Source: an optimization exercise on an open RTL-to-GDS flow (aim: small area, a short achievable clock period and few clock cycles per item). Production flows keep margins and buffers that such runs may drop.

Design booth_multiplier, start of the top module:
module booth_multiplier #(
    parameter int N = 64
)(
    input  logic                    clk,
    input  logic                    rst,
    input  logic                    start,
    input  logic signed [N-1:0]     multiplicand,
    input  logic signed [N-1:0]     multiplier,
    output logic signed [(2*N)-1:0] product,
    output logic                    done
);
    logic [63:0]   M;           
    logic [63:0]   Q;           
    logic [65:0]   S, C;        
    logic [7:0]    SL, CL;      
    logic [3:0]    one, two, ng;    
    logic [3:0]    oneb, twob, ngb;    
    logic [2:0]    cnt;
    logic          busy, fin;
    logic [8:0]    lsum;
    logic          cout;
    assign lsum = {1'b0, SL} + {1'b0, CL};
    assign cout = lsum[8];
    function automatic logic [2:0] recode(input logic [2:0] b);
        recode[2] = b[1] ^ b[0];
        recode[1] = (b[2] & ~b[1] & ~b[0]) | (~b[2] & b[1] & b[0]);
        recode[0] = b[2];
    endfunction
    logic [8:0] nb;       
    logic [3:0] one_n, two_n, ng_n;
    always_comb begin
        if (start) nb = {multiplier[7:0], 1'b0};
        else       nb = Q[15:7];
        for (int j = 0; j < 4; j++)
            {one_n[j], two_n[j], ng_n[j]} = recode(nb[2*j +: 3]);
    end
    logic [65:0] pp0;
    logic [65:0] pp1;
    logic [65:0] pp2;
    logic [65:0] pp3;
    always_comb begin
        pp0[0] = ng[0] ^ (one[0] & M[0]);
        for (int i = 1; i < 33; i++) pp0[i] = ng[0] ^ ((one[0] & M[i]) | (two[0] & M[i-1]));
        for (int i = 33; i < 64; i++) pp0[i] = ngb[0] ^ ((oneb[0] & M[i]) | (twob[0] & M[i-1]));
        pp0[64] = ngb[0] ^ ((oneb[0] | twob[0]) & M[63]);
        pp0[65] = ~pp0[64];
        pp1[0] = ng[1] ^ (one[1] & M[0]);
        for (int i = 1; i < 33; i++) pp1[i] = ng[1] ^ ((one[1] & M[i]) | (two[1] & M[i-1]));
        for (int i = 33; i < 64; i++) pp1[i] = ngb[1] ^ ((oneb[1] & M[i]) | (twob[1] & M[i-1]));
        pp1[64] = ngb[1] ^ ((oneb[1] | twob[1]) & M[63]);
        pp1[65] = ~pp1[64];
        pp2[0] = ng[2] ^ (one[2] & M[0]);
        for (int i = 1; i < 33; i++) pp2[i] = ng[2] ^ ((one[2] & M[i]) | (two[2] & M[i-1]));
  ...
For scale: about 2400 cells after synthesis, about 260 I/O pins, roughly 25000 sq um of cells after synthesis.
==> flow/config.mk <==
export PLATFORM = sky130hd
export DESIGN_NAME = booth_multiplier
export DESIGN_NICKNAME = booth_multiplier
export VERILOG_FILES = /design/flow/design.v
export SDC_FILE = /design/flow/constraint.sdc
export NUM_CORES = 4
export LEC_CHECK = 0
export CAP_MARGIN = 20
export CORE_MARGIN = 2
export CORE_UTILIZATION = 60
export CTS_BUF_LIST = sky130_fd_sc_hd__clkbuf_4
export SETUP_SLACK_MARGIN = 3.0
export SLEW_MARGIN = 20
export SYNTH_HIERARCHICAL = 1
export SYNTH_MINIMUM_KEEP_SIZE = 0
export BUFFER_PORTS_ARGS = -buffer_cell sky130_fd_sc_hd__buf_1
==> flow/constraint.sdc <==
create_clock -name core_clock -period 6.0 [get_ports {clk}]
set_input_delay 1.2000 -clock core_clock [delete_from_list [all_inputs] [get_ports {clk}]]
set_output_delay 1.2000 -clock core_clock [all_outputs]
set_load 0.01 [all_outputs]
standard.sh (not shown) runs the stock make flow with config.mk's settings and CLKGATE_MAP_FILE= SYNTH_SCRIPT=/design/flow/synth_recipe.tcl, a recipe that flattens the netlist after the stock synthesis.
==> flow/flow/run.sh <==
#!/bin/bash
# Own layout flow: the standard flow, with the port buffers made from
# sky130_fd_sc_hd__buf_1 cells instead of the default cell.
set -e
cp standard.sh standard_sh.txt
echo "export BUFFER_PORTS_ARGS = -buffer_cell sky130_fd_sc_hd__buf_1" >> config.mk
bash standard.sh > standard.log 2>&1
Next try:
CTS_BUF_LIST = not set   (was sky130_fd_sc_hd__clkbuf_4)
Core utilization barely changes.
Wire length came out lower by 2.1%.
Maximum frequency rises by 4.9%.
Worst hold slack improves by 250 ps.
Global-route usage fell by 0.38 points.
Sequential share of layout area hardly moves.
Function was not checked in any run of this note: the RTL went through the layout flow alone.


Setup of job 207:
Another version of the RTL of booth_multiplier (not shown whole).
Size: roughly 2300 cells after synthesis, about 260 I/O pins, ~24000 sq um of cells after synthesis.
==> flow/config.mk <==
export PLATFORM = sky130hd
export DESIGN_NAME = booth_multiplier
export DESIGN_NICKNAME = booth_multiplier
export VERILOG_FILES = /design/flow/design.v
export SDC_FILE = /design/flow/constraint.sdc
export NUM_CORES = 4
export LEC_CHECK = 0
export CAP_MARGIN = 20
export CORE_MARGIN = 2
export CORE_UTILIZATION = 60
export SETUP_SLACK_MARGIN = 3.15
export SLEW_MARGIN = 20
export SYNTH_HIERARCHICAL = 1
export SYNTH_MINIMUM_KEEP_SIZE = 0
export BUFFER_PORTS_ARGS = -buffer_cell sky130_fd_sc_hd__buf_1
==> flow/constraint.sdc <==
create_clock -name core_clock -period 6.0 [get_ports {clk}]
set_input_delay 1.2000 -clock core_clock [delete_from_list [all_inputs] [get_ports {clk}]]
set_output_delay 1.2000 -clock core_clock [all_outputs]
set_load 0.01 [all_outputs]
Scripts as last shown in full above: flow/flow/run.sh
Job 207 has completed all stages; timing, DRC and antenna checks passed.
Inputs modified between job 207 and job 9482:
- SETUP_SLACK_MARGIN: 3.15 -> 3.3
Notes after the runs:
- Compare job 207 and job 9482 | vias per cell higher: job 9482
- In job 9482, largest net degree at the start of global routing is lower than in job 207.
- Number of setup buffers added after CTS: job 9482 higher than job 207
- Higher global-route wire length before repair among job 207 and job 9482: job 9482
Relative to job 9482, the following input files were edited for job 8284:
- SETUP_SLACK_MARGIN now 3.25, was 3.3
--- outcome ---
Job 9482 and job 8284 ended up with nearly the same maximum single-stage delay on the critical path. Sort job 9482 and job 8284 by total routing resource utilization after global routing desc -> top: job 9482. Summary: via count, job 8284 better than job 9482. Looking at length of the first detailed-routing pass in iterations across job 9482 and job 8284, the one that comes out lower is job 8284.
No functional check of the RTL was part of any run of this note.

## static timing again, ports no longer ideal
The flow's constraints put no driver on any port. The routed layouts listed below were extracted and timed again, unchanged, in two steps. Step 1 sets driving cells, clkbuf_16 on the clock port and buf_2 on the other inputs (assumed; they add their load-dependent delay and slew). Step 2 also shifts input and output timing later by t, the mid clock arrival at the registers, as if the neighbouring blocks saw the same clock. Three values: ideal, step 1, step 2; two values: the first two.
| run | t (ns) | setup slack, ns | worst register clock-pin slew, ns | worst slew at a driven data input, ns |
|---|---|---|---|---|
| the first run of note 1 | 0.872 | 2.443 / 2.443 / 2.435 | 0.08 / 0.08 | 0.06 |
| the second run of note 1 | 0.615 | 2.610 / 2.610 / 2.435 | 0.06 / 0.06 | 0.06 |
| job 207 | 0.617 | 3.189 / 3.189 / 2.899 | 0.07 / 0.07 | 0.08 |
| job 9482 | 0.620 | 3.287 / 3.287 / 2.973 | 0.06 / 0.06 | 0.08 |
| job 8284 | 0.615 | 3.188 / 3.188 / 2.891 | 0.06 / 0.06 | 0.08 |
After both steps every run listed still meets setup and hold. The setup slack of job 9482, which loses most, moves by 0.000 ns with the drivers and by -0.314 ns with both steps.
